This design comes from an exercise in tuning for small area on the open sky130 flow, not from production work. Only simulation tests tie the RTL to the original design; equivalence was not proved.

==> flow/design.v <==
`default_nettype none
module write_step #(parameter W = 32, parameter DEC = 0)
                   (input  wire [W-1:0] q,
                    input  wire         ci,
                    output wire [W-1:0] s);
  localparam NB = (W + 7) / 8;
  wire [W-1:0]  p = DEC ? ~q : q;    
  wire [NB-1:0] all;                 
  wire [NB:0]   cb;                  
  wire [W:0]    t;
  assign cb[0] = ci;
  genvar i, k;
  generate
    for (k = 0; k < NB; k = k + 1) begin : blk
      localparam LO = 8 * k;
      localparam HI = (8 * k + 7 < W) ? 8 * k + 7 : W - 1;
      assign all[k]   = &p[HI:LO];
      assign cb[k+1]  = cb[k] & all[k];
      assign t[LO]    = cb[k];
      for (i = LO; i < HI; i = i + 1) begin : bit_
        assign t[i+1] = t[i] & p[i];
      end
    end
  endgenerate
  assign s = q ^ t[W-1:0];
endmodule
module write(input  wire         clock,
             input  wire         resetn,
             input  wire [ 63:0] m_dst_addr,
             input  wire [ 31:0] m_input_index,
             output wire [ 31:0] m_output_value,
             output reg          m_ready_out,
             input  wire         m_valid_in,
             output reg          m_valid_out,
             input  wire         m_ready_in,
             input  wire [511:0] dst_readdata,
             input  wire         dst_readdatavalid,
             input  wire         dst_waitrequest,
             output wire [ 31:0] dst_address,
             output wire         dst_read,
             output wire         dst_write,
             input  wire         dst_writeack,
             output wire [511:0] dst_writedata,
             output wire [ 63:0] dst_byteenable,
             output wire [  4:0] dst_burstcount);
  reg        wr;       
  reg        pre1;     
  reg        gap;      
  reg        ack;      
  reg        fin;      
  reg [31:0] cycle;
  reg [27:0] j;        
  reg [23:0] nb;       
  reg        z8;       
  reg [ 3:0] lc;       
  reg [ 9:0] addr_lo;
  reg [21:0] addr_hi;
  wire [3:0] w      = j[3:0];
  wire start        = m_ready_out & m_valid_in;
  wire accept       = wr & ~dst_waitrequest;
  wire at_nb        = (j[27:4] == nb);
  wire last         = at_nb;
  wire gap_end      = at_nb & z8;
  wire [3:0] w_inc  = w + 4'd1;
  wire eob          = (w_inc == (last ? lc : 4'd0));
  wire waiting      = ack | (gap & gap_end);
  wire done         = waiting & dst_writeack;
  wire nxt_burst    = accept & (w == 4'd15);
  always @(posedge clock) begin
    if (!resetn) begin
      m_ready_out <= 1'b1;
      m_valid_out <= 1'b0;
      wr          <= 1'b0;
      pre1        <= 1'b0;
      gap         <= 1'b0;
      ack         <= 1'b0;
      fin         <= 1'b0;
    end else begin
      if (start) m_ready_out <= 1'b0;
      else if (m_valid_out & m_ready_in) m_ready_out <= 1'b1;
      if (fin) m_valid_out <= 1'b1;
      else if (m_ready_in) m_valid_out <= 1'b0;
      pre1 <= start;
      gap  <= pre1 | (accept & eob & ~last);
      if (gap & ~gap_end) wr <= 1'b1;
      else if (accept & eob) wr <= 1'b0;
      if (accept & eob & last) ack <= 1'b1;
      else if (gap & gap_end) ack <= ~dst_writeack;
      else if (dst_writeack) ack <= 1'b0;
      fin <= done;
    end
  end
  wire [31:0] cycle_inc;
  write_step #(32, 0) cycle_step(cycle, ~(fin | m_valid_out), cycle_inc);
  always @(posedge clock) begin
    if (m_ready_out) cycle <= 32'hffffffff;
    else             cycle <= cycle_inc;
  end
  wire [27:0] j_inc;
  write_step #(28, 0) j_step(j, accept, j_inc);
  always @(posedge clock) begin
    if (m_ready_out) j <= 28'd0;
    else             j <= j_inc;
  end
  wire [21:0] addr_hi_inc;
  write_step #(22, 0) addr_step(addr_hi, nxt_burst, addr_hi_inc);
  always @(posedge clock) begin
    if (m_ready_out) addr_hi <= m_dst_addr[31:10];
    else             addr_hi <= addr_hi_inc;
  end
  always @(posedge clock) begin
    if (m_ready_out) begin
      nb      <= m_input_index[31:8];
      z8      <= (m_input_index[7:0] == 8'd0);
      lc      <= m_input_index[7:4] + {3'd0, |m_input_index[3:0]};
      addr_lo <= m_dst_addr[9:0];
    end
  end
  assign m_output_value = cycle;
  assign dst_address    = {addr_hi, addr_lo};
  assign dst_read       = 1'b0;
  assign dst_write      = wr;
  assign dst_byteenable = {64{1'b1}};
  assign dst_burstcount = {~last | (lc == 4'd0), last ? lc : 4'd0};
  genvar e;
  generate
    for (e = 0; e < 16; e = e + 1) begin : lane
      assign dst_writedata[32*e+31:32*e] = {j, e[3:0]};
    end
  endgenerate
endmodule
`default_nettype wire
==> flow/config.mk <==
export PLATFORM = sky130hd
export DESIGN_NAME = write
export DESIGN_NICKNAME = write
export VERILOG_FILES = /design/flow/design.v
export SDC_FILE = /design/flow/constraint.sdc
export NUM_CORES = 4
export LEC_CHECK = 0
export CAP_MARGIN = 20
export CORE_AREA = 5 5 535 75
export DIE_AREA = 0 0 540 80
export PLACE_DENSITY = 0.7
export SLEW_MARGIN = 20
==> flow/constraint.sdc <==
create_clock -name core_clock -period 4.0 [get_ports {clock}]
set_input_delay 0.8000 -clock core_clock [delete_from_list [all_inputs] [get_ports {clock}]]
set_output_delay 0.8000 -clock core_clock [all_outputs]
set_load 0.01 [all_outputs]
standard.sh (not shown) runs the stock make flow with config.mk's settings and CLKGATE_MAP_FILE= SYNTH_SCRIPT=/design/flow/synth_recipe.tcl, a recipe that flattens the netlist after the stock synthesis.
==> flow/flow/run.sh <==
#!/bin/bash
# The standard layout (standard.sh), with two placement choices changed:
# ports are buffered with the smallest buffer, and each constant is driven by
# a single tie cell instead of one tie cell per load.
set -euo pipefail
export BUFFER_PORTS_ARGS="-buffer_cell sky130_fd_sc_hd__buf_1"
export SKIP_REPAIR_TIE_FANOUT=1
export CTS_ARGS="-sink_clustering_enable -repair_clock_nets -dont_use_dummy_load -buf_list sky130_fd_sc_hd__clkbuf_8 -sink_clustering_size 40 -sink_clustering_max_diameter 150"
bash standard.sh > standard.log 2>&1
The first run went through all stages and came out clean.
Rerun with:
--- a/flow/flow/run.sh
+++ b/flow/flow/run.sh
@@ -1,5 +1,8 @@
 #!/bin/bash
-# The standard layout (standard.sh), with two placement choices changed:
-# ports are buffered with the smallest buffer, and each constant is driven by
-# a single tie cell instead of one tie cell per load.
+# The standard layout (standard.sh) with three choices changed:
+#  - ports are buffered with the smallest buffer (buf_1);
+#  - each constant is driven by one tie cell instead of one tie cell per load;
+#  - the clock tree uses clkbuf_8 without dummy loads.
+# make's full output goes to standard.log in this folder; each ORFS step also
+# keeps its own log under orfs/logs.
 set -euo pipefail
GPL_TIMING_DRIVEN = 0   (was not set)
=>
- cell area increases by 46%
- worst hold slack is worse by 0.0076 ns
- register-to-register slack is worse by 0.49 ns
Rerun with:
GPL_TIMING_DRIVEN = not set   (was 0)
=> Area after synthesis is unchanged; non-clock buffer count went down by 530; flip-flop and latch count stays the same.

==> re-timing with driven ports <==
Ports are ideal in the flow. The routed layouts listed here were re-timed in OpenROAD.
Step 1, drivers: a clkbuf_16 drives clock and a buf_2 each remaining input, both assumed.
Step 2 times the ports against the registers' clock, not the clock port: input delays grow and output delays shrink by t, the midpoint of the rising clock arrivals with the driver on.
Three values: ideal, step 1, step 2; two values: the first two.
| run | t, ns | setup WS [ns] | hold WS [ns] | slew at the worst register clock pin (ns) |
|---|---|---|---|---|
| the first run | 0.484 | 0.579 / 0.553 / 0.113 | 0.504 / 0.515 / 0.537 | 0.10 / 0.10 |
| the second run | 0.472 | 0.156 / 0.156 / -0.123 | 0.496 / 0.500 / 0.543 | 0.10 / 0.10 |
| the third run | 0.484 | 0.579 / 0.553 / 0.113 | 0.504 / 0.515 / 0.537 | 0.10 / 0.10 |
With both steps, setup timing fails in the second run, where it was met with ideal ports.
